Background: an optimization exercise with open tools, aiming at small area, a short achievable clock period and few clock cycles per item. Do not read the settings as production practice. Function was not checked in any run shown here: the RTL went through the layout flow alone.

## flow/design.v (module list and top-level ports; edited modules follow where they fit)
// module fa: 4 lines
// module mmult: 6538 lines
module mmult(
  input  clk,                  
  input  reset_n,              
  input  enable,               
  input  [0:9*8-1] A_mat,      
  input  [0:9*8-1] B_mat,      
  output reg valid,            
  output reg [0:9*17-1] C_mat  
);
  // ...
==> flow/run.sh <==
#!/bin/bash
# synth_recipe.tcl (not shown) runs the flow's synth.tcl, then flattens the netlist and writes it again
# the make line also repeats each setting of config.mk as NAME=value (left out here)
make -C /OpenROAD-flow-scripts/flow DESIGN_CONFIG=/design/flow/config.mk WORK_HOME=/design/flow/orfs CLKGATE_MAP_FILE= SYNTH_SCRIPT=/design/flow/synth_recipe.tcl finish
==> flow/config.mk <==
export PLATFORM = sky130hd
export DESIGN_NAME = mmult
export DESIGN_NICKNAME = mmult
export VERILOG_FILES = /design/flow/design.v
export SDC_FILE = /design/flow/constraint.sdc
export NUM_CORES = 4
export LEC_CHECK = 0
export CAP_MARGIN = 20
export CORE_MARGIN = 2
export CORE_UTILIZATION = 40
export SLEW_MARGIN = 20
export SYNTH_HIERARCHICAL = 1
==> flow/constraint.sdc <==
create_clock -name core_clock -period 9.0 [get_ports {clk}]
set_input_delay 1.8000 -clock core_clock [delete_from_list [all_inputs] [get_ports {clk}]]
set_output_delay 1.8000 -clock core_clock [all_outputs]
set_load 0.01 [all_outputs]
==> Flow_metrics.wiki, run 1 <==
{| class="wikitable"
! Metric !! Value
|-
| Multi-input gates || 3846
|-
| Timing endpoint of the critical path || C_mat[137]
|-
| Post-synthesis sequential element count || 154
|-
| I/O Buffers || 300
|-
| Total via count after detailed routing || 36.03k
|-
| Max FFs per register || 153
|-
| Cell with the largest stage delay on the worst path || sky130_fd_sc_hd__clkdlybuf4s50_1
|-
| Sequential-to-total area share from yosys stat || 0.06681
|-
| Clk_buf instances || 18
|-
| Biggest fanout along the worst timing path || 7
|-
| Setup violators final || 0
|-
| Total grt overflow || 0
|-
| End-of-flow core utilization || 0.4636
|-
| Startpoint of the lowest-slack hold path || enable
|-
| I/O pins || 301
|-
| Tap cell count || 1512
|-
| Row count || 124
|-
| Setup repair bufs after CTS || 0
|-
| Gate count of the mapped netlist || 4480
|-
| Cts bufs inserted || 17
|-
| Largest stage delay on the critical path || 0.91 ns
|-
| Result of the run || timing/DRC/antenna clean
|-
| Clk sinks || 154
|-
| Count of instances resized after the clock tree is built || 0
|-
| Final wirelength || 166900 um
|-
| Most used standard cells in the synthesized netlist || 1766 x sky130_fd_sc_hd__nand2_1, 1512 x sky130_fd_sc_hd__fa_1, 295 x sky130_fd_sc_hd__clkbuf_1
|-
| Number of placed instances with taps included || 6279
|-
| H-tree lvl count || 4
|-
| Clock root buffer || sky130_fd_sc_hd__clkbuf_16
|-
| Hold_ws || 1.830 ns
|-
| CTS tree || done
|-
| Placed Instance Area || 52390 um^2
|-
| Final antenna diode count || 11
|}
==> run 2: changes to the inputs <==
--- a/flow/design.v
+++ b/flow/design.v
@@ -6523,20 +6523,49 @@
   wire [16:0] x5_1 = {1'b0, ~e5_s1007, ~e5_s1006, ~e5_s1002, ~e5_s995, ~e5_s985, 1'b0, ~e5_s956, 1'b0, 1'b0, 1'b0, 1'b0, 1'b0, 1'b0, ~e5_s848, 1'b0, 1'b0};
   wire [16:0] x6_0 = {~e6_c1175, ~e6_c1174, ~e6_c1170, ~e6_c1163, ~e6_c1153, ~e6_c1140, ~e6_s1140, ~e6_c1106, ~e6_s1106, ~e6_s1086, ~e6_s1066, ~e6_s1049, ~e6_s1035, ~e6_s1024, ~e6_s1015, ~e6_s1011, ~e6_s1008};
   wire [16:0] x6_1 = {1'b0, ~e6_s1175, ~e6_s1174, ~e6_s1170, ~e6_s1163, ~e6_s1153, 1'b0, ~e6_s1124, 1'b0, 1'b0, 1'b0, 1'b0, 1'b0, 1'b0, ~e6_s1016, 1'b0, 1'b0};
   wire [16:0] x7_0 = {~e7_c1343, ~e7_c1342, ~e7_c1338, ~e7_c1331, ~e7_c1321, ~e7_c1308, ~e7_s1308, ~e7_c1274, ~e7_s1274, ~e7_s1254, ~e7_s1234, ~e7_s1217, ~e7_s1203, ~e7_s1192, ~e7_s1183, ~e7_s1179, ~e7_s1176};
   wire [16:0] x7_1 = {1'b0, ~e7_s1343, ~e7_s1342, ~e7_s1338, ~e7_s1331, ~e7_s1321, 1'b0, ~e7_s1292, 1'b0, 1'b0, 1'b0, 1'b0, 1'b0, 1'b0, ~e7_s1184, 1'b0, 1'b0};
   wire [16:0] x8_0 = {~e8_c1511, ~e8_c1510, ~e8_c1506, ~e8_c1499, ~e8_c1489, ~e8_c1476, ~e8_s1476, ~e8_c1442, ~e8_s1442, ~e8_s1422, ~e8_s1402, ~e8_s1385, ~e8_s1371, ~e8_s1360, ~e8_s1351, ~e8_s1347, ~e8_s1344};
   wire [16:0] x8_1 = {1'b0, ~e8_s1511, ~e8_s1510, ~e8_s1506, ~e8_s1499, ~e8_s1489, 1'b0, ~e8_s1460, 1'b0, 1'b0, 1'b0, 1'b0, 1'b0, 1'b0, ~e8_s1352, 1'b0, 1'b0};
   always @(posedge clk) valid <= reset_n & enable;
+  reg [16:0] r0_0, r0_1;
+  reg [16:0] r1_0, r1_1;
+  reg [16:0] r2_0, r2_1;
+  reg [16:0] r3_0, r3_1;
+  reg [16:0] r4_0, r4_1;
+  reg [16:0] r5_0, r5_1;
+  reg [16:0] r6_0, r6_1;
+  reg [16:0] r7_0, r7_1;
+  reg [16:0] r8_0, r8_1;
   always @(posedge clk) begin
-    C_mat[0:16] <= x0_0 + x0_1;
-    C_mat[17:33] <= x1_0 + x1_1;
-    C_mat[34:50] <= x2_0 + x2_1;
-    C_mat[51:67] <= x3_0 + x3_1;
-    C_mat[68:84] <= x4_0 + x4_1;
-    C_mat[85:101] <= x5_0 + x5_1;
-    C_mat[102:118] <= x6_0 + x6_1;
-    C_mat[119:135] <= x7_0 + x7_1;
-    C_mat[136:152] <= x8_0 + x8_1;
+    r0_0 <= x0_0;
+    r0_1 <= x0_1;
+    r1_0 <= x1_0;
+    r1_1 <= x1_1;
+    r2_0 <= x2_0;
+    r2_1 <= x2_1;
+    r3_0 <= x3_0;
+    r3_1 <= x3_1;
+    r4_0 <= x4_0;
+    r4_1 <= x4_1;
+    r5_0 <= x5_0;
+    r5_1 <= x5_1;
+    r6_0 <= x6_0;
+    r6_1 <= x6_1;
+    r7_0 <= x7_0;
+    r7_1 <= x7_1;
+    r8_0 <= x8_0;
+    r8_1 <= x8_1;
+  end
+  always @* begin
+    C_mat[0:16] = r0_0 + r0_1;
+    C_mat[17:33] = r1_0 + r1_1;
+    C_mat[34:50] = r2_0 + r2_1;
+    C_mat[51:67] = r3_0 + r3_1;
+    C_mat[68:84] = r4_0 + r4_1;
+    C_mat[85:101] = r5_0 + r5_1;
+    C_mat[102:118] = r6_0 + r6_1;
+    C_mat[119:135] = r7_0 + r7_1;
+    C_mat[136:152] = r8_0 + r8_1;
   end
 endmodule
==> run 2 against run 1 <==
Net effect:
- still clean
- maximum frequency increased by 15%
- synthesized area grew 1.1%
- hold slack lost 0.056 ns
- global-route usage decreased by 0.58 points
- die area is 1.1% higher
- setup slack better by 1.1 ns
- first-iteration DRC count is 15% lower
- via count shrank 3.5%
- flip-flop and latch count is 63 higher
==> Flow_metrics.wiki, run 2 <==
{| class="wikitable"
! Metric !! Value
|-
| Pre-CTS worst setup slack || 1.477 ns (was 0.4078 ns)
|-
| Critical path start-end classification || in -> reg (unchanged)
|-
| Number of synthesized flops with an enable pin || 0 (unchanged)
|-
| Area occupied by registers || 4344 um^2 (was 3083 um^2)
|-
| Relative area change from synthesis to final layout || 12.78% (was 14.89%)
|-
| Biggest fanout along the worst timing path || 18 (was 7)
|-
| Clock root buffer || sky130_fd_sc_hd__clkbuf_16 (unchanged)
|-
| Starting utilization of the core area || 0.4024 (was 0.4036)
|-
| Met1 demand-to-capacity share in global routing || 0.3722 (was 0.3753)
|-
| Placed wire-length estimate || 128300 um (was 133700 um)
|-
| Die W || 345.5 um (was 343.7 um)
|-
| Dominant cell type by count on the critical path || sky130_fd_sc_hd__fa_1 (unchanged)
|-
| Setup repair bufs after CTS || 0 (unchanged)
|-
| Post-route ant nets || 0 (unchanged)
|-
| Category of the worst setup path capture point || register (unchanged)
|-
| Met3 global-route usage || 0.09558 (was 0.07980)
|-
| Worst min-delay path class || in -> reg (unchanged)
|-
| Most frequent standard cell in the layout excluding fill and tap cells || sky130_fd_sc_hd__nand2_1 (unchanged)
|-
| Number of fillers in the final layout || 10.85k (was 10.58k)
|-
| Total grt overflow || 0 (unchanged)
|-
| Iteration-0 DRC count of the detailed router || 3158 (was 3722)
|-
| Cell with the largest stage delay on the worst path || sky130_fd_sc_hd__clkdlybuf4s50_1 (unchanged)
|-
| Yosys cell types || 52 (was 56)
|-
| Vias per Instance || 5.599 (was 5.698)
|-
| Antenna violations before repair || 26 (was 22)
|-
| Most used standard cells in the synthesized netlist || 1756 x sky130_fd_sc_hd__nand2_1, 1512 x sky130_fd_sc_hd__fa_1, 288 x sky130_fd_sc_hd__clkbuf_1 (was 1766 x sky130_fd_sc_hd__nand2_1, 1512 x sky130_fd_sc_hd__fa_1, 295 x sky130_fd_sc_hd__clkbuf_1)
|-
| Number of buffer and inverter instances along the worst setup path || 2 (unchanged)
|-
| Row count || 125 (was 124)
|-
| Critical path, cell by cell || clkdlybuf4s50_1 > nand2_1 > fa_1 > fa_1 > fa_1 > fa_1 > fa_1 > fa_1 > fa_1 > fa_1 > fa_1 > inv_1 (was clkdlybuf4s50_1 > nand2_1 > fa_1 > fa_1 > fa_1 > fa_1 > fa_1 > fa_1 > fa_1 > fa_1 > fa_1 > inv_1 > ha_1 > or3b_2 > or4_4 > o211a_1 > o311ai_1)
|-
| Area taken by multi-input logic gates || 40220 um^2 (was 41260 um^2)
|-
| H-tree lvl count || 2 (was 4)
|-
| CTS Hold Buffers Added || 0 (unchanged)
|-
| Fraction of registers with async set/reset || 0 (unchanged)
|-
| Gate count of the mapped netlist || 4441 (was 4480)
|-
| RSZ-0062 raised after global routing || false (unchanged)
|-
| Fraction of the cycle the final worst path needs || 0.7714 (was 0.8891)
|-
| Worst slew margin || 0.1485 (was 0.4144)
|-
| Pin count of the biggest net entering global routing || 25 (unchanged)
|-
| Floorplan die area || 119300 um^2 (was 118100 um^2)
|-
| Critical path data arrival time || 7.43 ns (was 8.46 ns)
|-
| Total via count after detailed routing || 34.75k (was 36.03k)
|-
| Clk sinks || 217 (was 154)
|-
| Cells taking the most area after synthesis || sky130_fd_sc_hd__fa_1 65%, sky130_fd_sc_hd__nand2_1 14%, sky130_fd_sc_hd__dfxtp_1 9.3% (was sky130_fd_sc_hd__fa_1 66%, sky130_fd_sc_hd__nand2_1 14%, sky130_fd_sc_hd__dfxtp_1 6.7%)
|-
| Kind of launch point of the worst setup path || input port (unchanged)
|-
| Post-synthesis instance area || 46640 um^2 (was 46150 um^2)
|-
| Final wirelength || 166500 um (was 166900 um)
|-
| Final TNS setup || 0 ns (unchanged)
|-
| Count of instances resized after the clock tree is built || 0 (unchanged)
|-
| Worst Tran Pin Value || 1.273 ns (was 0.8661 ns)
|-
| Req. time, crit path || 9.49 ns (was 9.46 ns)
|-
| Setup violators final || 0 (unchanged)
|-
| Slew Viols, Final || 0 (unchanged)
|-
| Number of global-route vias before repair || 40.63k (was 40.81k)
|-
| Top flip-flop cell by instance count after synthesis || sky130_fd_sc_hd__dfxtp_1 (unchanged)
|-
| Count of synthesis-stage warnings from yosys || 7 (unchanged)
|-
| Highest-count cells in the layout ignoring fill and taps || 1756 x sky130_fd_sc_hd__nand2_1, 1512 x sky130_fd_sc_hd__fa_1, 257 x sky130_fd_sc_hd__clkdlybuf4s50_1 (was 1766 x sky130_fd_sc_hd__nand2_1, 1512 x sky130_fd_sc_hd__fa_1, 300 x sky130_fd_sc_hd__clkdlybuf4s50_1)
|-
| DR DRC count || 0 (unchanged)
|-
| Core region area || 115900 um^2 (was 114300 um^2)
|-
| Minimum clock period || 6.943 ns (was 8.002 ns)
|-
| CTS clk-pin slew, worst paths || 0.06 ns (was 0.09 ns)
|-
| Maximum Capacitance Violations || 0 (unchanged)
|-
| Worst Hold End || valid (unchanged)
|-
| Gpl congestion || 0.9210 (was 0.9576)
|-
| Number of optimization iterations in the first detailed-route pass || 5 (was 6)
|-
| Most area-hungry cell type in the Yosys netlist || sky130_fd_sc_hd__fa_1 (unchanged)
|-
| Syn avg cell area || 10.50 um^2 (was 10.30 um^2)
|-
| Hold path depth || 2 (unchanged)
|-
| I/O Buffers || 300 (unchanged)
|-
| Layout cells sized above 1 || 0.06239 (was 0.07168)
|-
| Final Hold Vio Count || 0 (unchanged)
|-
| Fin worst setup slack || 2.057 ns (was 0.9977 ns)
|-
| I/O pins || 301 (unchanged)
|-
| Sequential-to-total area share from yosys stat || 0.09315 (was 0.06681)
|-
| Result of the run || timing/DRC/antenna clean (unchanged)
|-
| Number of cells on the critical path || 12 (was 17)
|-
| Die Y || 345.5 um (was 343.7 um)
|-
| CP delay by family, top || adder cells (unchanged)
|-
| Total nets after synthesis || 6172 (was 6211)
|-
| CTS tree || done (unchanged)
|-
| Cell with the most instances after synthesis || sky130_fd_sc_hd__nand2_1 (unchanged)
|-
| Cts bufs inserted || 34 (was 17)
|-
| Clock Path Buffers || 3 (was 2)
|-
| Achievable clock frequency || 0.1440 GHz (was 0.1250 GHz)
|-
| Largest stage delay on the critical path || 1.31 ns (was 0.91 ns)
|-
| Layer with the highest usage || met2 (unchanged)
|-
| DR WL/cell || 26.82 um (was 26.40 um)
|-
| Startpoint of the lowest-slack hold path || enable (unchanged)
|-
| Share of Yosys cell area claimed by the top area cell type || 0.6490 (was 0.6559)
|-
| First-pass GRT wire length || 254900 um (was 254400 um)
|-
| Tot GR Track Use || 0.2881 (was 0.2939)
|-
| Met2 Track Usage GR || 0.4369 (was 0.4653)
|-
| Post-synthesis sequential element count || 217 (was 154)
|-
| NumNets Final || 6371 (was 6517)
|}
-- run 2: cell count changes after synthesis, moves of 18 or more --
cell,change
sky130_fd_sc_hd__nor3b_1,-32
sky130_fd_sc_hd__xnor2_1,+25
sky130_fd_sc_hd__nor2_1,-23
sky130_fd_sc_hd__buf_4,+18
sky130_fd_sc_hd__nor3_1,-25
sky130_fd_sc_hd__nand3_1,+33
sky130_fd_sc_hd__dfxtp_1,+63
sky130_fd_sc_hd__inv_1,+43
sky130_fd_sc_hd__o21ai_0,-19
sky130_fd_sc_hd__o2111ai_1,-18
-- run 2: cell families (layout without fill, tap and decap cells) --
group / Yosys count / in the layout / synth area share
other cells: 0 / 19 / 0
compound gates: 108 / 108 / 0.01604
fa+ha+maj: 1584 / 1584 / 0.6684
simple gates: 1882 / 1882 / 0.1562
flops: 217 / 217 / 0.09315
mux: 1 / 1 / 0.0002146
buf+inv: 534 / 757 / 0.04443
xor+xnor: 115 / 115 / 0.02160
-- run 2: area by class of cell --
type | instances | share of cell area
Clock inverter | 17 | 0.003354
Antenna cell | 19 | 0.0009040
Sequential cell | 217 | 0.08260
Tap cell | 1524 | 0.03625
Timing Repair Buffer | 469 | 0.07736
Inverter | 228 | 0.01627
Multi-Input combinational cell | 3690 | 0.7647
Clock buffer | 43 | 0.01856
-- run 2: modules after synthesis, one instance, submodules excluded --
module,flip-flops and latches,cell area [um^2],times used
mmult,217,16370,1
fa,0,20.02,1512
-- run 2: per-layer routing --
metal | routed length (um) | vias up
met5 | 94 | -
met3 | 20860 | 534
met2 | 74330 | 2417
li1 | - | 13620
met1 | 62420 | 18160
met4 | 8761 | 16
-- run 2: metrics by stage --
| step | instance area, um^2 | cells | utilization | hold slack [ns] |
|---|---|---|---|---|
| 6_report | 52600 | 6207 | 0.4538 | 1.774 |
| 5_1_grt | 52580 | 6202 | 0.4537 | 1.795 |
| 4_1_cts | 52560 | 6188 | 0.4535 | 1.753 |
| 3_5_place_dp | 51410 | 6128 | 0.4436 | 2.387 |
| 3_3_place_gp | 51420 | 6128 | 0.4437 | 2.373 |
| 2_1_floorplan | 46640 | 4441 | - | 1.922 |
-- run 2: worst max-delay path by stage --
stage / from / endpoint / slack, ns
floorplan: A_mat[31] / r3_0[8] / 2.81
global placement: A_mat[47] / r3_0[8] / 1.51
detailed placement: A_mat[47] / r3_0[8] / 1.48
CTS: A_mat[47] / r3_0[8] / 2.11
global route: A_mat[30] / r3_0[8] / 1.98
finish: A_mat[63] / r6_0[8] / 2.06
==> run 3: changes to the inputs <==
--- a/flow/config.mk
+++ b/flow/config.mk
@@ -9,4 +9,5 @@
 export CORE_MARGIN = 2
 export CORE_UTILIZATION = 40
+export SETUP_SLACK_MARGIN = 2.5
 export SLEW_MARGIN = 20
 export SYNTH_HIERARCHICAL = 1
==> run 3 against run 2 <==
Net effect:
- via count increased by 0.39%
- first-iteration DRC count is 1.5% higher
- non-clock buffer count is 1 higher
- critical endpoint is now r3_0[8]
- largest cell class unchanged
- highest routed layer unchanged
==> Flow_metrics.wiki, run 3 <==
{| class="wikitable"
! Metric !! Value
|-
| Tot GR Track Use || 0.2881 (about the same)
|-
| Floorplan die area || 119300 um^2 (unchanged)
|-
| Basic-gate share of the synthesized area counting and, or, nand and nor cells || 0.1562 (unchanged)
|-
| Yosys cell types || 52 (unchanged)
|-
| Top flip-flop cell by instance count after synthesis || sky130_fd_sc_hd__dfxtp_1 (unchanged)
|-
| Die Y || 345.5 um (unchanged)
|-
| Number of optimization iterations in the first detailed-route pass || 7 (was 5)
|-
| Most area-hungry cell type in the Yosys netlist || sky130_fd_sc_hd__fa_1 (unchanged)
|-
| Maximum Capacitance Violations || 0 (unchanged)
|-
| Antenna violations before repair || 28 (was 26)
|-
| DR DRC count || 0 (unchanged)
|-
| H-tree lvl count || 2 (unchanged)
|-
| CTS Hold Buffers Added || 0 (unchanged)
|-
| Final TNS setup || 0 ns (unchanged)
|-
| Row count || 125 (unchanged)
|-
| Post-synthesis instance area || 46640 um^2 (unchanged)
|-
| Post-synthesis compound-gate area fraction || 0.01604 (unchanged)
|-
| Gate count of the mapped netlist || 4441 (unchanged)
|-
| Setup repair bufs after CTS || 0 (unchanged)
|-
| Largest stage delay on the critical path || 0.87 ns (was 1.31 ns)
|-
| Clk sinks || 217 (unchanged)
|-
| Critical path, cell by cell || clkdlybuf4s15_1 > nand2_1 > fa_1 > fa_1 > fa_1 > fa_1 > fa_1 > fa_1 > fa_1 > fa_1 > fa_1 > inv_1 (was clkdlybuf4s50_1 > nand2_1 > fa_1 > fa_1 > fa_1 > fa_1 > fa_1 > fa_1 > fa_1 > fa_1 > fa_1 > inv_1)
|-
| Critical path start-end classification || in -> reg (unchanged)
|-
| Starting utilization of the core area || 0.4024 (unchanged)
|-
| Iteration-0 DRC count of the detailed router || 3206 (was 3158)
|-
| Clock Path Buffers || 3 (unchanged)
|-
| Category of the worst setup path capture point || register (unchanged)
|-
| Portion of netlist area occupied by mux cells || 0.0002146 (unchanged)
|-
| Share of Yosys cell area claimed by the top area cell type || 0.6490 (unchanged)
|-
| Clock root buffer || sky130_fd_sc_hd__clkbuf_16 (unchanged)
|-
| Post-route ant nets || 0 (unchanged)
|-
| Critical path data arrival time || 6.96 ns (was 7.43 ns)
|-
| Number of buffer and inverter instances along the worst setup path || 2 (unchanged)
|-
| Largest family of logic cells by synthesized area || adder cells (unchanged)
|-
| DR WL/cell || 26.83 um (was 26.82 um)
|-
| Relative area change from synthesis to final layout || 12.67% (was 12.78%)
|-
| Final Hold Vio Count || 0 (unchanged)
|-
| Vias per Instance || 5.620 (was 5.599)
|-
| Number of synthesized flops with an enable pin || 0 (unchanged)
|-
| Post-synthesis adder-cell area fraction || 0.6684 (unchanged)
|-
| Setup violators final || 0 (unchanged)
|-
| Result of the run || timing/DRC/antenna clean (unchanged)
|-
| I/O Buffers || 300 (unchanged)
|-
| Pin count of the biggest net entering global routing || 25 (unchanged)
|-
| Startpoint of the lowest-slack hold path || enable (unchanged)
|-
| Total via count after detailed routing || 34.89k (was 34.75k)
|-
| Syn avg cell area || 10.50 um^2 (unchanged)
|-
| CTS tree || done (unchanged)
|-
| CTS clk-pin slew, worst paths || 0.06 ns (about the same)
|-
| Kind of launch point of the worst setup path || input port (unchanged)
|-
| First-pass GRT wire length || 254900 um (unchanged)
|-
| NumNets Final || 6372 (was 6371)
|-
| Highest-count cells in the layout ignoring fill and taps || 1756 x sky130_fd_sc_hd__nand2_1, 1512 x sky130_fd_sc_hd__fa_1, 228 x sky130_fd_sc_hd__inv_1 (was 1756 x sky130_fd_sc_hd__nand2_1, 1512 x sky130_fd_sc_hd__fa_1, 257 x sky130_fd_sc_hd__clkdlybuf4s50_1)
|-
| I/O pins || 301 (unchanged)
|-
| Req. time, crit path || 9.49 ns (about the same)
|-
| Worst min-delay path class || in -> reg (unchanged)
|-
| Die W || 345.5 um (unchanged)
|-
| Number of global-route vias before repair || 40.62k (was 40.63k)
|-
| Slew Viols, Final || 0 (unchanged)
|-
| CP delay by family, top || adder cells (unchanged)
|-
| Cts bufs inserted || 34 (unchanged)
|-
| Worst Hold End || valid (unchanged)
|-
| Placed wire-length estimate || 128300 um (unchanged)
|-
| RSZ-0062 raised after global routing || true (was false)
|-
| Final wirelength || 166600 um (was 166500 um)
|-
| Achievable clock frequency || 0.1544 GHz (was 0.1440 GHz)
|-
| Gpl congestion || 0.9210 (unchanged)
|-
| Core region area || 115900 um^2 (unchanged)
|-
| Total nets after synthesis || 6172 (unchanged)
|-
| Dominant cell type by count on the critical path || sky130_fd_sc_hd__fa_1 (unchanged)
|-
| Cells taking the most area after synthesis || sky130_fd_sc_hd__fa_1 65%, sky130_fd_sc_hd__nand2_1 14%, sky130_fd_sc_hd__dfxtp_1 9.3% (unchanged)
|-
| Layout cells sized above 1 || 0.06688 (was 0.06239)
|-
| Biggest fanout along the worst timing path || 14 (was 18)
|-
| Fraction of the cycle the final worst path needs || 0.7194 (was 0.7714)
|-
| Cell with the most instances after synthesis || sky130_fd_sc_hd__nand2_1 (unchanged)
|-
| Worst Tran Pin Value || 1.218 ns (was 1.273 ns)
|-
| Most frequent standard cell in the layout excluding fill and tap cells || sky130_fd_sc_hd__nand2_1 (unchanged)
|-
| Minimum clock period || 6.475 ns (was 6.943 ns)
|-
| Post-synthesis xor/xnor area fraction || 0.02160 (unchanged)
|-
| Sequential-to-total area share from yosys stat || 0.09315 (unchanged)
|-
| Cell with the largest stage delay on the worst path || sky130_fd_sc_hd__clkdlybuf4s15_1 (was sky130_fd_sc_hd__clkdlybuf4s50_1)
|-
| Most used standard cells in the synthesized netlist || 1756 x sky130_fd_sc_hd__nand2_1, 1512 x sky130_fd_sc_hd__fa_1, 288 x sky130_fd_sc_hd__clkbuf_1 (unchanged)
|-
| Total grt overflow || 0 (unchanged)
|-
| Count of synthesis-stage warnings from yosys || 7 (unchanged)
|-
| Fraction of registers with async set/reset || 0 (unchanged)
|-
| Post-synthesis sequential element count || 217 (unchanged)
|-
| Hold path depth || 2 (unchanged)
|-
| Worst slew margin || 0.1863 (was 0.1485)
|}
run 3: logic make-up (layout without fill, tap and decap cells):
logic type | count (synthesis) | after routing
buffers and inverters | 534 | 758
other | 0 | 19
adders and majority gates | 1584 | 1584
and+or+nand+nor | 1882 | 1882
muxes | 1 | 1
AOI/OAI and AO/OA | 108 | 108
xor gates and xnor gates | 115 | 115
DFF | 217 | 217
run 3: stage by stage:
| stage | hold WS, ns | setup slack [ns] | std cells | instance area (um^2) | utilization |
|---|---|---|---|---|---|
| final | 1.772 | 2.525 | 6208 | 52550 | 0.4534 |
| after global routing | 1.795 | 2.426 | 6203 | 52530 | 0.4533 |
| after CTS | 1.753 | 2.465 | 6188 | 52520 | 0.4532 |
| after detailed placement | 2.387 | 1.477 | 6128 | 51410 | 0.4436 |
| after global placement | 2.373 | 1.511 | 6128 | 51420 | 0.4437 |
| after floorplan | 1.922 | 2.809 | 4441 | 46640 | - |
run 3: how the worst max path moves through the flow:
stage                          from       to  cells past startpoint
after floorplan           A_mat[31]  r3_0[8]                     12
after global placement    A_mat[47]  r3_0[8]                     12
after detailed placement  A_mat[47]  r3_0[8]                     12
after CTS                 A_mat[31]  r3_0[8]                     12
after global routing      B_mat[30]  r3_0[8]                     12
final                     B_mat[30]  r3_0[8]                     12
run 3: routing by layer:
metal  global-route usage  part of all wire  routed length (um)
met5            0.0008003           0.00061                 102
met1               0.3721              0.37               62120
met2               0.4365              0.44               74000
met3              0.09569              0.13               21190
met4               0.1412             0.055                9147
run 3: cell type report:
| class | count | area [um^2] |
|---|---|---|
| flip-flops and latches | 217 | 4344 |
| clock buffers | 43 | 975.9 |
| clock inverters | 17 | 176.4 |
| inverters | 228 | 855.8 |
| multi-input cells | 3690 | 40220 |
| diodes | 19 | 47.55 |
| repair buffers | 470 | 4019 |
| well taps | 1524 | 1907 |
| fillers | 10860 | 63350 |
run 3: Yosys stat by module, one instance, submodules excluded:
| module | cell area [um^2] | times used | cells |
|---|---|---|---|
| fa | 20.02 | 1512 | 1 |
| mmult | 16370 | 1 | 2929 |
run 3: timing repair:
action	in CTS	in global routing
gates resized for setup	45	66
hold endpoints to repair	0	0
pin swaps	0	0
endpoints found under the setup margin	30	33
==> run 4: changes to the inputs <==
--- a/flow/config.mk
+++ b/flow/config.mk
@@ -9,5 +9,5 @@
 export CORE_MARGIN = 2
 export CORE_UTILIZATION = 40
-export SETUP_SLACK_MARGIN = 2.5
+export SETUP_SLACK_MARGIN = 4
 export SLEW_MARGIN = 20
 export SYNTH_HIERARCHICAL = 1
==> run 4 against run 3 <==
Net effect:
- via count up 8.4%
- flip-flop and latch count unchanged
- count of clock-buffer cells in the layout up 1
- critical endpoint is now r8_0[8]
- synthesized area unchanged
- final area up 15%
- maximum frequency up 18%
- highest routed layer unchanged
- critical path depth unchanged
- non-clock buffer count up 200
==> Flow_metrics.wiki, run 4 <==
{| class="wikitable"
! Metric !! Value
|-
| Result of the run || timing/DRC/antenna clean (unchanged)
|-
| Post-synthesis instance area || 46640 um^2 (unchanged)
|-
| Cts bufs inserted || 36 (was 34)
|-
| Syn avg cell area || 10.50 um^2 (unchanged)
|-
| Clock root buffer || sky130_fd_sc_hd__clkbuf_16 (unchanged)
|-
| Total nets after synthesis || 6172 (unchanged)
|-
| Met3 global-route usage || 0.1302 (was 0.09569)
|-
| Iteration-0 DRC count of the detailed router || 4240 (was 3206)
|-
| Fin worst setup slack || 3.500 ns (was 2.525 ns)
|-
| Row count || 125 (unchanged)
|-
| Gpl congestion || 0.9196 (was 0.9210)
|-
| Die Y || 345.5 um (unchanged)
|-
| Pin count of the biggest net entering global routing || 25 (unchanged)
|-
| Post-route ant nets || 0 (unchanged)
|-
| Pre-CTS worst setup slack || 1.745 ns (was 1.477 ns)
|-
| DR WL/cell || 30.14 um (was 26.83 um)
|-
| Final TNS setup || 0 ns (unchanged)
|-
| Placed wire-length estimate || 123300 um (was 128300 um)
|-
| Post-synthesis sequential element count || 217 (unchanged)
|-
| Count of synthesis-stage warnings from yosys || 7 (unchanged)
|-
| Gate count of the mapped netlist || 4441 (unchanged)
|-
| Relative area change from synthesis to final layout || 29.52% (was 12.67%)
|-
| DR DRC count || 0 (unchanged)
|-
| Yosys cell types || 52 (unchanged)
|-
| Highest-count cells in the layout ignoring fill and taps || 1578 x sky130_fd_sc_hd__nand2_1, 867 x sky130_fd_sc_hd__fa_1, 645 x sky130_fd_sc_hd__fa_2 (was 1756 x sky130_fd_sc_hd__nand2_1, 1512 x sky130_fd_sc_hd__fa_1, 228 x sky130_fd_sc_hd__inv_1)
|-
| Number of synthesized flops with an enable pin || 0 (unchanged)
|-
| Number of optimization iterations in the first detailed-route pass || 8 (was 7)
|-
| Most frequent standard cell in the layout excluding fill and tap cells || sky130_fd_sc_hd__nand2_1 (unchanged)
|-
| Layout cells sized above 1 || 0.2968 (was 0.06688)
|-
| Layer with the highest usage || met2 (unchanged)
|-
| Share of Yosys cell area claimed by the top area cell type || 0.6490 (unchanged)
|-
| Kind of launch point of the worst setup path || input port (unchanged)
|-
| Met1 demand-to-capacity share in global routing || 0.3971 (was 0.3721)
|-
| Worst Tran Pin Value || 0.4867 ns (was 1.218 ns)
|-
| Fraction of registers with async set/reset || 0 (unchanged)
|-
| Final Hold Vio Count || 0 (unchanged)
|-
| Met2 Track Usage GR || 0.4877 (was 0.4365)
|-
| Fraction of the cycle the final worst path needs || 0.6111 (was 0.7194)
|-
| Worst min-delay path class || in -> reg (unchanged)
|-
| Achievable clock frequency || 0.1818 GHz (was 0.1544 GHz)
|-
| Cells taking the most area after synthesis || sky130_fd_sc_hd__fa_1 65%, sky130_fd_sc_hd__nand2_1 14%, sky130_fd_sc_hd__dfxtp_1 9.3% (unchanged)
|-
| Tot GR Track Use || 0.3285 (was 0.2881)
|-
| Category of the worst setup path capture point || register (unchanged)
|-
| Maximum Capacitance Violations || 0 (unchanged)
|-
| Minimum clock period || 5.500 ns (was 6.475 ns)
|-
| First-pass GRT wire length || 282600 um (was 254900 um)
|-
| Slew Viols, Final || 0 (unchanged)
|-
| Startpoint of the lowest-slack hold path || A_mat[39] (was enable)
|-
| Req. time, crit path || 9.49 ns (about the same)
|-
| Biggest fanout along the worst timing path || 6 (was 14)
|-
| Area taken by multi-input logic gates || 42540 um^2 (was 40220 um^2)
|-
| Setup violators final || 0 (unchanged)
|-
| Cell with the most instances after synthesis || sky130_fd_sc_hd__nand2_1 (unchanged)
|-
| Most area-hungry cell type in the Yosys netlist || sky130_fd_sc_hd__fa_1 (unchanged)
|-
| Vias per Instance || 5.907 (was 5.620)
|-
| Starting utilization of the core area || 0.4024 (unchanged)
|-
| Top flip-flop cell by instance count after synthesis || sky130_fd_sc_hd__dfxtp_1 (unchanged)
|-
| Area occupied by registers || 4344 um^2 (unchanged)
|-
| I/O pins || 301 (unchanged)
|-
| Number of placed instances with taps included || 6071 (was 6128)
|-
| Worst slew margin || 0.6732 (was 0.1863)
|-
| Floorplan die area || 119300 um^2 (unchanged)
|-
| Most used standard cells in the synthesized netlist || 1756 x sky130_fd_sc_hd__nand2_1, 1512 x sky130_fd_sc_hd__fa_1, 288 x sky130_fd_sc_hd__clkbuf_1 (unchanged)
|-
| H-tree lvl count || 2 (unchanged)
|-
| CTS clk-pin slew, worst paths || 0.06 ns (about the same)
|-
| I/O Buffers || 300 (unchanged)
|-
| Critical path data arrival time || 5.99 ns (was 6.96 ns)
|-
| Clk sinks || 217 (unchanged)
|-
| CTS tree || done (unchanged)
|-
| Antenna violations before repair || 7 (was 28)
|-
| Worst Setup SP || B_mat[44] (was B_mat[30])
|-
| Number of fillers in the final layout || 9906 (was 10.86k)
|-
| Number of global-route vias before repair || 42.03k (was 40.62k)
|-
| Total via count after detailed routing || 37.82k (was 34.89k)
|-
| Total grt overflow || 0 (unchanged)
|-
| Clock Path Buffers || 3 (unchanged)
|-
| Die W || 345.5 um (unchanged)
|-
| Core region area || 115900 um^2 (unchanged)
|-
| Sequential-to-total area share from yosys stat || 0.09315 (unchanged)
|-
| RSZ-0062 raised after global routing || true (unchanged)
|-
| NumNets Final || 6574 (was 6372)
|-
| Final wirelength || 193000 um (was 166600 um)
|-
| Final cell count without fillers || 6402 (was 6208)
|-
| Critical path start-end classification || in -> reg (unchanged)
|}
==> run 4: cell count changes in the layout (fill, tap and decap cells not counted), moves of 45 or more <==
cell / previous run / this run
sky130_fd_sc_hd__fa_2: 0 / 645
sky130_fd_sc_hd__buf_8: 0 / 49
sky130_fd_sc_hd__fa_1: 1512 / 867
sky130_fd_sc_hd__buf_6: 2 / 66
sky130_fd_sc_hd__nand2_4: 0 / 45
sky130_fd_sc_hd__nand2_2: 0 / 133
sky130_fd_sc_hd__nand2_1: 1756 / 1578
sky130_fd_sc_hd__buf_16: 0 / 66
sky130_fd_sc_hd__clkdlybuf4s50_1: 201 / 155
sky130_fd_sc_hd__buf_12: 1 / 144
==> run 4: critical path, stage by stage <==
cell and delay [ns]:
sky130_fd_sc_hd__buf_12 0.14, sky130_fd_sc_hd__buf_12 0.18, sky130_fd_sc_hd__nand2_1 0.11, sky130_fd_sc_hd__fa_1 0.44, sky130_fd_sc_hd__fa_2 0.59, sky130_fd_sc_hd__fa_2 0.46, sky130_fd_sc_hd__fa_1 0.55, sky130_fd_sc_hd__fa_1 0.45
sky130_fd_sc_hd__fa_2 0.38, sky130_fd_sc_hd__fa_2 0.34, sky130_fd_sc_hd__fa_1 0.51, sky130_fd_sc_hd__inv_1 0.05
==> run 4: layer usage <==
| layer | routed length, um | vias to the layer above | part of all wire |
|---|---|---|---|
| li1 | - | 14060 | - |
| met1 | 66080 | 19590 | 0.34 |
| met2 | 83440 | 3251 | 0.43 |
| met3 | 27560 | 911 | 0.14 |
| met4 | 15660 | 6 | 0.081 |
| met5 | 234 | - | 0.0012 |
==> run 4: final timing paths <==
check,end,slack [ns],cells past startpoint
worst max-delay path,r8_0[8],3.50,12
worst min-delay path,r5_0[0],1.71,4
==> run 4: kinds of logic after synthesis <==
kind of cell,synth area share
buffers and inverters,0.04443
and+or+nand+nor,0.1562
muxes,0.0002146
DFF,0.09315
adders and majority gates,0.6684
AOI/OAI and AO/OA,0.01604
xor gates and xnor gates,0.02160
==> run 4: per-stage QoR <==
stage	instance area (um^2)	hold slack, ns	utilization
after floorplan	50960	1.922	-
after global placement	52470	2.381	0.4527
after detailed placement	52460	2.391	0.4527
after CTS	59680	1.710	0.5150
after global routing	60390	1.715	0.5211
final	60400	1.710	0.5212
==> run 4: per-module statistics from Yosys (local to each module, per instance) <==
| module | area [um^2] | cells inside | flip-flops and latches |
|---|---|---|---|
| fa | 20.02 | 1 | 0 |
| mmult | 16370 | 2929 | 217 |
==> run 4: area by class of cell <==
cell class | instances | area share
diodes | 9 | 0.0003729
repair buffers | 670 | 0.1572
clock inverters | 20 | 0.003874
clock buffers | 44 | 0.01659
flip-flops and latches | 217 | 0.07192
inverters | 228 | 0.01417
well taps | 1524 | 0.03157
multi-input cells | 3690 | 0.7043
==> run 4: what timing repair did <==
item / CTS / global route
setup buffers: 175 / 28
endpoints found under the hold margin: 0 / 0
cloned: 54 / 1
pin swaps: 258 / 102
hold buffers: 0 / 0
setup endpoints to repair: 166 / 72
gates resized for setup: 1249 / 144
==> run 5: changes to the inputs <==
--- a/flow/config.mk
+++ b/flow/config.mk
@@ -9,5 +9,5 @@
 export CORE_MARGIN = 2
 export CORE_UTILIZATION = 40
-export SETUP_SLACK_MARGIN = 4
-export SLEW_MARGIN = 20
+export SETUP_SLACK_MARGIN = 2.5
+export SLEW_MARGIN = 70
 export SYNTH_HIERARCHICAL = 1
==> run 5 against run 4 <==
Net effect:
- still clean on timing, DRC and antenna
- final cell count is 3.0% lower
- utilization is 6.4 points lower
- first-iteration DRC count is 25% lower
- wire length is 14% lower
- count of clock-buffer cells in the layout is 5 lower
- hold slack better by 0.065 ns
- critical path type unchanged
==> Flow_metrics.wiki, run 5 <==
{| class="wikitable"
! Metric !! Value
|-
| Result of the run || timing/DRC/antenna clean (unchanged)
|-
| Critical path, cell by cell || clkdlybuf4s50_1 > buf_4 > nand2_1 > fa_1 > fa_1 > fa_1 > fa_1 > fa_1 > fa_1 > fa_1 > fa_1 > fa_1 > inv_1 (was buf_12 > buf_12 > nand2_1 > fa_1 > fa_2 > fa_2 > fa_1 > fa_1 > fa_2 > fa_2 > fa_1 > inv_1)
|-
| Gate count of the mapped netlist || 4441 (unchanged)
|-
| I/O Buffers || 300 (unchanged)
|-
| Maximum Capacitance Violations || 0 (unchanged)
|-
| Setup violators final || 0 (unchanged)
|-
| CTS tree || done (unchanged)
|-
| RSZ-0062 raised after global routing || false (was true)
|-
| Placed wire-length estimate || 128800 um (was 123300 um)
|-
| Count of synthesis-stage warnings from yosys || 7 (unchanged)
|-
| Core region area || 115900 um^2 (unchanged)
|-
| Die Y || 345.5 um (unchanged)
|-
| Final cell count without fillers || 6208 (was 6402)
|-
| Highest-count cells in the layout ignoring fill and taps || 1756 x sky130_fd_sc_hd__nand2_1, 1512 x sky130_fd_sc_hd__fa_1, 236 x sky130_fd_sc_hd__buf_4 (was 1578 x sky130_fd_sc_hd__nand2_1, 867 x sky130_fd_sc_hd__fa_1, 645 x sky130_fd_sc_hd__fa_2)
|-
| Starting utilization of the core area || 0.4024 (unchanged)
|-
| H-tree lvl count || 2 (unchanged)
|-
| Critical path start-end classification || in -> reg (unchanged)
|-
| Antenna violations before repair || 20 (was 7)
|-
| End-of-flow core utilization || 0.4569 (was 0.5212)
|-
| Gpl congestion || 0.9210 (was 0.9196)
|-
| Clk sinks || 217 (unchanged)
|-
| Slew Viols, Final || 0 (unchanged)
|-
| Total grt overflow || 0 (unchanged)
|-
| Relative area change from synthesis to final layout || 13.55% (was 29.52%)
|-
| Cell with the largest stage delay on the worst path || sky130_fd_sc_hd__fa_1 (was sky130_fd_sc_hd__fa_2)
|-
| Category of the worst setup path capture point || register (unchanged)
|-
| Req. time, crit path || 9.48 ns (was 9.49 ns)
|-
| Number of fillers in the final layout || 10.81k (was 9906)
|-
| Achievable clock frequency || 0.1575 GHz (was 0.1818 GHz)
|-
| Design area || 52950 um^2 (was 60400 um^2)
|-
| Most area-hungry cell type in the Yosys netlist || sky130_fd_sc_hd__fa_1 (unchanged)
|-
| Number of synthesized flops with an enable pin || 0 (unchanged)
|-
| Fraction of the cycle the final worst path needs || 0.7055 (was 0.6111)
|-
| Largest stage delay on the critical path || 0.54 ns (was 0.59 ns)
|-
| Number of optimization iterations in the first detailed-route pass || 6 (was 8)
|-
| NumNets Final || 6376 (was 6574)
|-
| Vias per Instance || 5.620 (was 5.907)
|-
| Biggest fanout along the worst timing path || 24 (was 6)
|-
| Total nets after synthesis || 6172 (unchanged)
|-
| Hold_ws || 1.775 ns (was 1.710 ns)
|-
| Fin worst setup slack || 2.650 ns (was 3.500 ns)
|-
| Yosys cell types || 52 (unchanged)
|-
| Sequential-to-total area share from yosys stat || 0.09315 (unchanged)
|-
| Total via count after detailed routing || 34.89k (was 37.82k)
|-
| Pre-CTS worst setup slack || 1.870 ns (was 1.745 ns)
|-
| Most frequent standard cell in the layout excluding fill and tap cells || sky130_fd_sc_hd__nand2_1 (unchanged)
|-
| Minimum clock period || 6.350 ns (was 5.500 ns)
|-
| Layout cells sized above 1 || 0.08373 (was 0.2968)
|-
| Hold path depth || 2 (was 4)
|-
| Floorplan die area || 119300 um^2 (unchanged)
|-
| Worst Hold End || valid (was r5_0[0])
|-
| DR WL/cell || 26.85 um (was 30.14 um)
|-
| Number of global-route vias before repair || 40.66k (was 42.03k)
|-
| Startpoint of the lowest-slack hold path || enable (was A_mat[39])
|-
| Cell with the most instances after synthesis || sky130_fd_sc_hd__nand2_1 (unchanged)
|-
| Row count || 125 (unchanged)
|-
| Final Hold Vio Count || 0 (unchanged)
|-
| Placed Instance Area || 51620 um^2 (was 52460 um^2)
|-
| Top flip-flop cell by instance count after synthesis || sky130_fd_sc_hd__dfxtp_1 (unchanged)
|-
| Iteration-0 DRC count of the detailed router || 3169 (was 4240)
|-
| Share of Yosys cell area claimed by the top area cell type || 0.6490 (unchanged)
|-
| Clock root buffer || sky130_fd_sc_hd__clkbuf_16 (unchanged)
|-
| Post-synthesis instance area || 46640 um^2 (unchanged)
|-
| Most used standard cells in the synthesized netlist || 1756 x sky130_fd_sc_hd__nand2_1, 1512 x sky130_fd_sc_hd__fa_1, 288 x sky130_fd_sc_hd__clkbuf_1 (unchanged)
|-
| Clock Path Buffers || 3 (unchanged)
|-
| Post-synthesis sequential element count || 217 (unchanged)
|-
| Dominant cell type by count on the critical path || sky130_fd_sc_hd__fa_1
|-
| Fraction of registers with async set/reset || 0 (unchanged)
|-
| CTS clk-pin slew, worst paths || 0.05 ns (was 0.06 ns)
|-
| Worst slew margin || 0.6853 (was 0.6732)
|-
| Die W || 345.5 um (unchanged)
|-
| Final wirelength || 166700 um (was 193000 um)
|-
| Kind of launch point of the worst setup path || input port (unchanged)
|-
| DR DRC count || 0 (unchanged)
|-
| Cts bufs inserted || 34 (was 36)
|-
| CTS Hold Buffers Added || 0 (unchanged)
|-
| Cells taking the most area after synthesis || sky130_fd_sc_hd__fa_1 65%, sky130_fd_sc_hd__nand2_1 14%, sky130_fd_sc_hd__dfxtp_1 9.3% (unchanged)
|-
| Final TNS setup || 0 ns (unchanged)
|-
| Syn avg cell area || 10.50 um^2 (unchanged)
|-
| Worst Tran Pin Value || 0.4720 ns (was 0.4867 ns)
|-
| Post-route ant nets || 0 (unchanged)
|-
| Number of placed instances with taps included || 6132 (was 6071)
|-
| Critical path data arrival time || 6.83 ns (was 5.99 ns)
|-
| Worst min-delay path class || in -> reg (unchanged)
|-
| First-pass GRT wire length || 255400 um (was 282600 um)
|-
| Pin count of the biggest net entering global routing || 25 (unchanged)
|-
| I/O pins || 301 (unchanged)
|-
| Tot GR Track Use || 0.2880 (was 0.3285)
|}
-- run 5: cells by family after synthesis --
kind of cell | synth area share
buffers and inverters | 0.04443
AND/OR/NAND/NOR | 0.1562
flip-flops | 0.09315
AO/OA/AOI/OAI | 0.01604
multiplexers | 0.0002146
XOR/XNOR | 0.02160
adder cells (fa/ha/maj) | 0.6684
-- run 5: how the worst max path moves through the flow --
stage               from       to  slack (ns)  cells past startpoint
6_report       B_mat[31]  r6_0[8]        2.65                     13
2_1_floorplan  A_mat[31]  r3_0[8]        2.81                     12
3_5_place_dp    B_mat[7]  r6_0[8]        1.87                     13
5_1_grt         A_mat[7]  r0_0[8]        2.51                     13
3_3_place_gp   A_mat[47]  r3_0[8]        1.51                     12
4_1_cts        A_mat[53]  r6_0[8]        2.58                     13
-- run 5: final cells by class --
type	instances	area, um^2	area share
clock buffer	39	889.6	0.01680
clock inverter	22	311.5	0.005883
tap	1524	1907	0.03601
timing repair buffer	474	4172	0.07878
antenna	14	35.03	0.0006616
inverter	228	855.8	0.01616
sequential	217	4344	0.08204
multi-input combinational	3690	40440	0.7637
-- run 5: timing repair --
item | in CTS | in global routing
setup endpoints to repair | 1 | 1
pin swaps | 0 | 0
gates cloned | 0 | 0
gates resized for setup | 1 | 1
setup buffers | 0 | 0
-- run 5: modules after synthesis (local to each module, per instance) --
module	cells	times used	cell area, um^2	flip-flops and latches
fa	1	1512	20.02	0
mmult	2929	1	16370	217
-- run 5: critical path, delay by kind of cell --
family                     cells  cell delay [ns]
adders and majority gates      9             3.93
buffers and inverters          3             0.87
and+or+nand+nor                1             0.21
-- run 5: metal layers --
metal	part of all wire	up-vias	GRT usage
li1	-	13610	-
met1	0.37	18290	0.3741
met2	0.45	2471	0.4411
met3	0.13	516	0.09068
met4	0.050	12	0.1339
met5	0.00039	-	0

## re-timing with driven ports
In the flow no input, the clock included, has a driving cell. The finished layouts below were timed again as built, in two steps.
Step 1 assumes that a clkbuf_16 drives the clock port and a buf_2 every other input.
Step 2 moves the port delays by t, midway between the first and last clock arrival at a register: inputs arrive t later, outputs are due t later. That takes back most of the time a late clock gives input paths.
a / b / c = ideal / step 1 / step 2; a / b = the first two.
run	shift t [ns]	setup slack, ns	worst setup path at the end	clock arrival spread, ns
run 1	0.613	0.998 / 0.974 / 0.361	input to register	0.022 / 0.022
run 2	0.667	2.057 / 2.048 / 1.381	input to register	0.028 / 0.028
run 3	0.667	2.525 / 2.541 / 1.874	input to register	0.024 / 0.024
run 4	0.679	3.500 / 3.434 / 2.754	input to register	0.041 / 0.041
run 5	0.660	2.650 / 2.604 / 1.944	input to register	0.020 / 0.020
After both steps setup and hold are still met in every run listed. The setup slack of run 4, which loses most, moves by -0.066 ns with the drivers and by -0.746 ns with both steps.
